This design comes from an exercise in tuning for small area and a short achievable clock period on the open sky130 flow, not from production work.
At most, simulation tests tie the RTL to the original design; equivalence was not proved.
Power is estimated from default activity; no workload was simulated.

alpha:
==> module calculate, before the edit <==
module calculate (
    input logic rst,
    input logic clk,
    input logic [31:0] a,
    input logic [31:0] b,
    input logic [31:0] c,
    input logic neg_b,
    input logic neg_c,
    output logic [63:0] z
);
    logic [31:0] bx, cx;
    logic [31:0] s1, cy1;
    logic nb1, nc1;
    logic [34:0] sum2;
    logic [34:0] x2;
    logic [34:0] z3;
    logic rst1, rst2;
    assign bx = b ^ {32{neg_b}};
    assign cx = c ^ {32{neg_c}};
    always_ff @(posedge clk)
    begin
        s1  <= a ^ bx ^ cx;
        cy1 <= (a & bx) | (a & cx) | (bx & cx);
        nb1 <= neg_b;
        nc1 <= neg_c;
    end
    assign sum2 = {{3{nb1 ^ nc1}}, s1} + {{2{nb1 & nc1}}, cy1, nc1} + {34'b0, nb1};
    always_ff @(posedge clk)
    begin
        x2 <= sum2;
        rst1 <= rst;
        rst2 <= rst1;
        if (rst | rst1 | rst2)
            z3 <= 35'b0;
        else
            z3 <= x2;
    end
    assign z = {{29{z3[34]}}, z3};
endmodule
clock: 6.0 ns
lec_check: 0
abc_clock_period_in_ps: 2000
cap_margin: 20
core_margin: 2
core_utilization: 60
cts_buf_list: sky130_fd_sc_hd__clkbuf_4 sky130_fd_sc_hd__clkbuf_8
cts_cluster_diameter: 60
cts_cluster_size: 30
setup_slack_margin: 3.6
slew_margin: 20
standard.sh (not shown) runs the stock make flow with config.mk's settings and CLKGATE_MAP_FILE= SYNTH_SCRIPT=/design/flow/synth_recipe.tcl, a recipe that flattens the netlist after the stock synthesis.
==> flow/flow/run.sh <==
#!/bin/bash
# Standard ORFS layout, except that the port buffers are small plain buffers
# (buffer_ports otherwise picks a large delay cell for every port).
set -euo pipefail
W=$(pwd)
bash standard.sh synth > "$W/make_synth.log" 2>&1
export BUFFER_PORTS_ARGS="-buffer_cell sky130_fd_sc_hd__buf_1"
bash standard.sh > "$W/make_layout.log" 2>&1
The final layout from alpha, which completed every stage, passed the timing, design-rule and antenna checks at the end of the flow.
Input changes introduced in beta (baseline for comparison: alpha):
diff --git a/flow/design.v b/flow/design.v
--- a/flow/design.v
+++ b/flow/design.v
@@ -28,40 +28,78 @@
     input logic [31:0] b,
     input logic [31:0] c,
     input logic neg_b,
     input logic neg_c,
     output logic [63:0] z
 );
+    localparam int W = 38;
     logic [31:0] bx, cx;
     logic [31:0] s1, cy1;
     logic nb1, nc1;
-    logic [34:0] sum2;
-    logic [34:0] x2;
-    logic [34:0] z3;
+    logic [W-1:0] opa, opb;
+    logic [W-1:0] sum2;
+    logic [W-1:0] x2n;
+    logic [W-1:0] z3;
     logic rst1, rst2;
     assign bx = b ^ {32{neg_b}};
     assign cx = c ^ {32{neg_c}};
     always_ff @(posedge clk)
     begin
         s1  <= a ^ bx ^ cx;
         cy1 <= (a & bx) | (a & cx) | (bx & cx);
         nb1 <= neg_b;
         nc1 <= neg_c;
     end
-    assign sum2 = {{3{nb1 ^ nc1}}, s1} + {{2{nb1 & nc1}}, cy1, nc1} + {34'b0, nb1};
+    assign opa = {{(W-32){nb1 ^ nc1}}, s1};
+    assign opb = {{(W-33){nb1 & nc1}}, cy1, nc1};
+    prefix_adder #(.W(W)) iadd(.x(opa), .y(opb), .cin(nb1), .s(sum2));
     always_ff @(posedge clk)
     begin
-        x2 <= sum2;
+        x2n <= ~sum2;
         rst1 <= rst;
         rst2 <= rst1;
         if (rst | rst1 | rst2)
-            z3 <= 35'b0;
+            z3 <= '0;
         else
-            z3 <= x2;
+            z3 <= ~x2n;
     end
-    assign z = {{29{z3[34]}}, z3};
+    always_comb
+    begin
+        z[W-1:0] = z3;
+        for (int i = W; i < 64; i++)
+            z[i] = z3[34 + (i % (W-34))];
+    end
+endmodule
+module prefix_adder #(
+    parameter int W = 38
+) (
+    input logic [W-1:0] x,
+    input logic [W-1:0] y,
+    input logic cin,
+    output logic [W-1:0] s
+);
+    localparam int L = $clog2(W);
+    logic [W-1:0] p;
+    logic [W-1:0] g0;
+    assign p = x ^ y;
+    assign g0 = {x[W-1:1] & y[W-1:1], (x[0] & y[0]) | (x[0] & cin) | (y[0] & cin)};
+    for (genvar l = 0; l <= L; l++) begin : level
+        logic [W-1:0] g;
+        logic [W-1:0] t;
+        if (l == 0) begin : first
+            assign g = g0;
+            assign t = p;
+        end
+        else begin : next
+            localparam int D = 1 << (l - 1);
+            assign g = {level[l-1].g[W-1:D] | (level[l-1].t[W-1:D] & level[l-1].g[W-1-D:0]),
+                        level[l-1].g[D-1:0]};
+            assign t = {level[l-1].t[W-1:D] & level[l-1].t[W-1-D:0], level[l-1].t[D-1:0]};
+        end
+    end
+    assign s = p ^ {level[L].g[W-2:0], cin};
 endmodule
 module operator (
     input logic rst,
     input logic clk,
     input logic [31:0] reg_addr,
     input logic [31:0] reg_wr_data,
==> notes.md <==
- Post-route total power, beta vs alpha: down by a few percent
- beta: layout net count is about 0.6% higher than what alpha reported.
- Comparing alpha with beta, the cell area came out essentially unchanged.
- HPWL reported at the end of detailed placement was lower in the run labelled beta.
- Sort beta and alpha by worst hold margin, ascending, and beta comes first.
- Synthesized area: lower on beta
- | clock slew seen by the registers of the worst setup and hold paths | beta vs alpha | ≈ equal |
- Looking at end-of-flow core utilization, beta sits above alpha.
- The clock skew of beta falls short of that of alpha by 4.3 ps.
- Count of clock-buffer cells in the layout, beta and alpha, higher one = beta.
- Comparing beta and alpha, the higher portion of total power attributed to combinational logic is on beta.
- beta: achievable clock frequency is 9.9% lower than what alpha reported.
- beta ends up with lower first-iteration DRC count than alpha does.
No run of this note included a check of the RTL's function; only the layout flow was run.

========
operator again, from the RTL that the note above started with.
==> flow/design.v (excerpt) <==
module operator (
    input logic rst,
    input logic clk,
    input logic [31:0] reg_addr,
    input logic [31:0] reg_wr_data,
    input logic reg_wr,
    input logic [31:0] a,
    input logic [31:0] b,
    input logic [31:0] c,
    output logic [63:0] z
);
export LEC_CHECK = 0
export ABC_CLOCK_PERIOD_IN_PS = 2000
export CAP_MARGIN = 20
export CORE_MARGIN = 2
export CORE_UTILIZATION = 60
export SETUP_SLACK_MARGIN = 3.6
export SLEW_MARGIN = 20
create_clock -name core_clock -period 6.0 [get_ports {clk}]
Scripts as last shown in full above: flow/flow/run.sh
Next try:
--- a/flow/design.v
+++ b/flow/design.v
@@ -29,38 +29,46 @@
     input logic [31:0] c,
     input logic neg_b,
     input logic neg_c,
     output logic [63:0] z
 );
+    localparam int W = 38;
     logic [31:0] bx, cx;
     logic [31:0] s1, cy1;
     logic nb1, nc1;
-    logic [34:0] sum2;
-    logic [34:0] x2;
-    logic [34:0] z3;
+    logic [W-1:0] sum2;
+    logic [W-1:0] x2;
+    logic [W-1:0] z3;
     logic rst1, rst2;
     assign bx = b ^ {32{neg_b}};
     assign cx = c ^ {32{neg_c}};
     always_ff @(posedge clk)
     begin
         s1  <= a ^ bx ^ cx;
         cy1 <= (a & bx) | (a & cx) | (bx & cx);
         nb1 <= neg_b;
         nc1 <= neg_c;
     end
-    assign sum2 = {{3{nb1 ^ nc1}}, s1} + {{2{nb1 & nc1}}, cy1, nc1} + {34'b0, nb1};
+    assign sum2 = {{(W-32){nb1 ^ nc1}}, s1}
+                + {{(W-33){nb1 & nc1}}, cy1, nc1}
+                + {{(W-1){1'b0}}, nb1};
     always_ff @(posedge clk)
     begin
         x2 <= sum2;
         rst1 <= rst;
         rst2 <= rst1;
         if (rst | rst1 | rst2)
-            z3 <= 35'b0;
+            z3 <= '0;
         else
             z3 <= x2;
     end
-    assign z = {{29{z3[34]}}, z3};
+    always_comb
+    begin
+        z[W-1:0] = z3;
+        for (int i = W; i < 64; i++)
+            z[i] = z3[34 + (i % (W-34))];
+    end
 endmodule
 module operator (
     input logic rst,
     input logic clk,
     input logic [31:0] reg_addr,
After rerunning:
- The changed run ran to the end with no violations
- routed wire length came out higher by roughly a tenth
- non-clock buffer count came out higher by 9
- setup slack got worse by 0.91 ns
- total power came out higher by roughly a tenth
- via count came out higher by a quarter to a third
- fmax came out lower by a quarter to a third
- critical path depth came out higher by 10
- sequential cell count came out higher by 6
Function was not checked in any run of this note: the RTL went through the layout flow alone.

========
Another version of the RTL of operator (not shown whole).
Size: roughly 230 I/O pins.
==> module calculate, before the edit <==
module calculate (
    input logic rst,
    input logic clk,
    input logic [31:0] a,
    input logic [31:0] b,
    input logic [31:0] c,
    input logic neg_b,
    input logic neg_c,
    output logic [63:0] z
);
    localparam int W = 38;
    logic [31:0] bx, cx;
    logic [31:0] s0, cy0;
    logic [W-1:0] ra, rb;
    logic [W-1:0] p1, g1;
    logic nb1;
    logic [W-1:0] sum2;
    logic [W-1:0] x2n;
    logic [W-1:0] z3;
    logic rst1, rst2;
    assign bx = b ^ {32{neg_b}};
    assign cx = c ^ {32{neg_c}};
    assign s0  = a ^ bx ^ cx;
    assign cy0 = (a & bx) | (a & cx) | (bx & cx);
    assign ra = {{(W-32){neg_b ^ neg_c}}, s0};
    assign rb = {{(W-33){neg_b & neg_c}}, cy0, neg_c};
    always_ff @(posedge clk)
    begin
        p1 <= ra ^ rb;
        g1 <= {ra[W-1:1] & rb[W-1:1], (ra[0] & rb[0]) | (ra[0] & neg_b) | (rb[0] & neg_b)};
        nb1 <= neg_b;
    end
    prefix_carry #(.W(W)) iadd(.p(p1), .g(g1), .cin(nb1), .s(sum2));
    always_ff @(posedge clk)
    begin
        x2n <= ~sum2;
        rst1 <= rst;
        rst2 <= rst1;
        if (rst | rst1 | rst2)
            z3 <= '0;
        else
            z3 <= ~x2n;
    end
    always_comb
    begin
        z[W-1:0] = z3;
        for (int i = W; i < 64; i++)
            z[i] = z3[34 + (i % (W-34))];
    end
endmodule
==> module prefix_carry, before the edit <==
module prefix_carry #(
    parameter int W = 38
) (
    input logic [W-1:0] p,
    input logic [W-1:0] g,
    input logic cin,
    output logic [W-1:0] s
);
    localparam int L = (W > 32) ? 6 : (W > 16) ? 5 : (W > 8) ? 4 : (W > 4) ? 3 : (W > 2) ? 2 : 1;
    for (genvar l = 0; l <= L; l++) begin : level
        logic [W-1:0] gg;
        logic [W-1:0] tt;
        if (l == 0) begin : first
            assign gg = g;
            assign tt = p;
        end
        else begin : next
            localparam int D = 1 << (l - 1);
            assign gg = {level[l-1].gg[W-1:D] | (level[l-1].tt[W-1:D] & level[l-1].gg[W-1-D:0]),
                         level[l-1].gg[D-1:0]};
            assign tt = {level[l-1].tt[W-1:D] & level[l-1].tt[W-1-D:0], level[l-1].tt[D-1:0]};
        end
    end
    assign s = p ^ {level[L].gg[W-2:0], cin};
endmodule
clock: 6.0 ns
lec_check: 0
abc_clock_period_in_ps: 1000
cap_margin: 20
core_margin: 2
core_utilization: 60
cts_buf_list: sky130_fd_sc_hd__clkbuf_4 sky130_fd_sc_hd__clkbuf_8
cts_cluster_diameter: 60
cts_cluster_size: 30
setup_slack_margin: 3.6
slew_margin: 20
Scripts as last shown in full above: flow/flow/run.sh
Rerun with:
--- a/flow/design.v
+++ b/flow/design.v
@@ -39,15 +39,20 @@
     input logic neg_c,
     output logic [63:0] z
 );
     localparam int W = 38;
+    localparam int K = 17;
     logic [31:0] bx, cx;
     logic [31:0] s0, cy0;
     logic [W-1:0] ra, rb;
     logic [W-1:0] p1, g1;
     logic nb1;
-    logic [W-1:0] sum2;
+    logic [K-1:0] lo2;
+    logic lo2_c;
+    logic [W-K-1:0] hi2;
     logic [W-1:0] x2n;
+    logic x2n_c;
+    logic [W-K-1:0] hi3;
     logic [W-1:0] z3;
     logic rst1, rst2;
     assign bx = b ^ {32{neg_b}};
     assign cx = c ^ {32{neg_c}};
@@ -60,18 +65,24 @@
         p1 <= ra ^ rb;
         g1 <= {ra[W-1:1] & rb[W-1:1], (ra[0] & rb[0]) | (ra[0] & neg_b) | (rb[0] & neg_b)};
         nb1 <= neg_b;
     end
-    prefix_carry #(.W(W)) iadd(.p(p1), .g(g1), .cin(nb1), .s(sum2));
+    prefix_carry #(.W(K)) ilo(.p(p1[K-1:0]), .g(g1[K-1:0]), .cin(nb1), .s(lo2), .cout(lo2_c));
+    prefix_carry #(.W(W-K)) ihi(.p(p1[W-1:K]), .g(g1[W-1:K]), .cin(1'b0), .s(hi2), .cout());
     always_ff @(posedge clk)
     begin
-        x2n <= ~sum2;
+        x2n <= ~{hi2, lo2};
+        x2n_c <= ~lo2_c;
         rst1 <= rst;
         rst2 <= rst1;
+    end
+    incrementer #(.W(W-K)) iinc(.x(~x2n[W-1:K]), .cin(~x2n_c), .s(hi3));
+    always_ff @(posedge clk)
+    begin
         if (rst | rst1 | rst2)
             z3 <= '0;
         else
-            z3 <= ~x2n;
+            z3 <= {hi3, ~x2n[K-1:0]};
     end
     always_comb
     begin
         z[W-1:0] = z3;
@@ -84,11 +95,12 @@
 ) (
     input logic [W-1:0] p,
     input logic [W-1:0] g,
     input logic cin,
-    output logic [W-1:0] s
+    output logic [W-1:0] s,
+    output logic cout
 );
-    localparam int L = (W > 32) ? 6 : (W > 16) ? 5 : (W > 8) ? 4 : (W > 4) ? 3 : (W > 2) ? 2 : 1;
+    localparam int L = $clog2(W);
     for (genvar l = 0; l <= L; l++) begin : level
         logic [W-1:0] gg;
         logic [W-1:0] tt;
         if (l == 0) begin : first
@@ -102,8 +114,29 @@
             assign tt = {level[l-1].tt[W-1:D] & level[l-1].tt[W-1-D:0], level[l-1].tt[D-1:0]};
         end
     end
     assign s = p ^ {level[L].gg[W-2:0], cin};
+    assign cout = level[L].gg[W-1];
+endmodule
+module incrementer #(
+    parameter int W = 21
+) (
+    input logic [W-1:0] x,
+    input logic cin,
+    output logic [W-1:0] s
+);
+    localparam int L = $clog2(W);
+    for (genvar l = 0; l <= L; l++) begin : level
+        logic [W-1:0] tt;
+        if (l == 0) begin : first
+            assign tt = x;
+        end
+        else begin : next
+            localparam int D = 1 << (l - 1);
+            assign tt = {level[l-1].tt[W-1:D] & level[l-1].tt[W-1-D:0], level[l-1].tt[D-1:0]};
+        end
+    end
+    assign s = x ^ ({level[L].tt[W-2:0], 1'b1} & {W{cin}});
 endmodule
 module operator (
     input logic rst,
     input logic clk,
After rerunning:
- The new run finished clean
- sequential power is about the same
- clock skew is about the same
- via count stays flat
- combinational power went down by 5.4%
- sequential share of layout area is about the same
- die area climbs by 0.67%
Function not checked in the second run of this note: the RTL went through the layout flow alone.

-- separate check: timing with driven ports --
No port has a modelled driver above. Below, the same layouts with a new extraction and two added sets of constraints.
Step 1: set_driving_cell puts a clkbuf_16 on clk and a buf_2 on each other input, an assumption about the parent block.
Step 2 also shifts input and output timing later by t, the mid clock arrival at the registers, as if the neighbouring blocks saw the same clock.
a / b / c = ideal / step 1 / step 2; a / b = the first two.
| run | shift t [ns] | slack for setup (ns) | worst hold slack (ns) | worst setup path after step 2 | clock arrival spread, ns |
|---|---|---|---|---|---|
| alpha | 0.468 | 3.612 / 3.612 / 3.188 | 0.364 / 0.364 / 0.364 | input to register | 0.012 / 0.012 |
| beta | 0.475 | 3.350 / 3.350 / 3.300 | 0.350 / 0.350 / 0.350 | input to register | 0.008 / 0.008 |
| the first run of note 2 | 0.556 | 3.571 / 3.536 / 3.048 | 0.375 / 0.375 / 0.375 | input to register | 0.006 / 0.006 |
| the second run of note 2 | 0.453 | 2.664 / 2.664 / 2.664 | 0.376 / 0.376 / 0.376 | register to register | 0.012 / 0.012 |
| the first run of note 3 | 0.469 | 3.664 / 3.664 / 3.408 | 0.348 / 0.348 / 0.348 | input to register | 0.013 / 0.012 |
| the second run of note 3 | 0.457 | 3.744 / 3.721 / 3.432 | 0.373 / 0.373 / 0.373 | input to register | 0.016 / 0.015 |
After both steps every run listed still meets setup and hold. The setup slack of the first run of note 2, which loses most, moves by -0.035 ns with the drivers and by -0.523 ns with both steps.
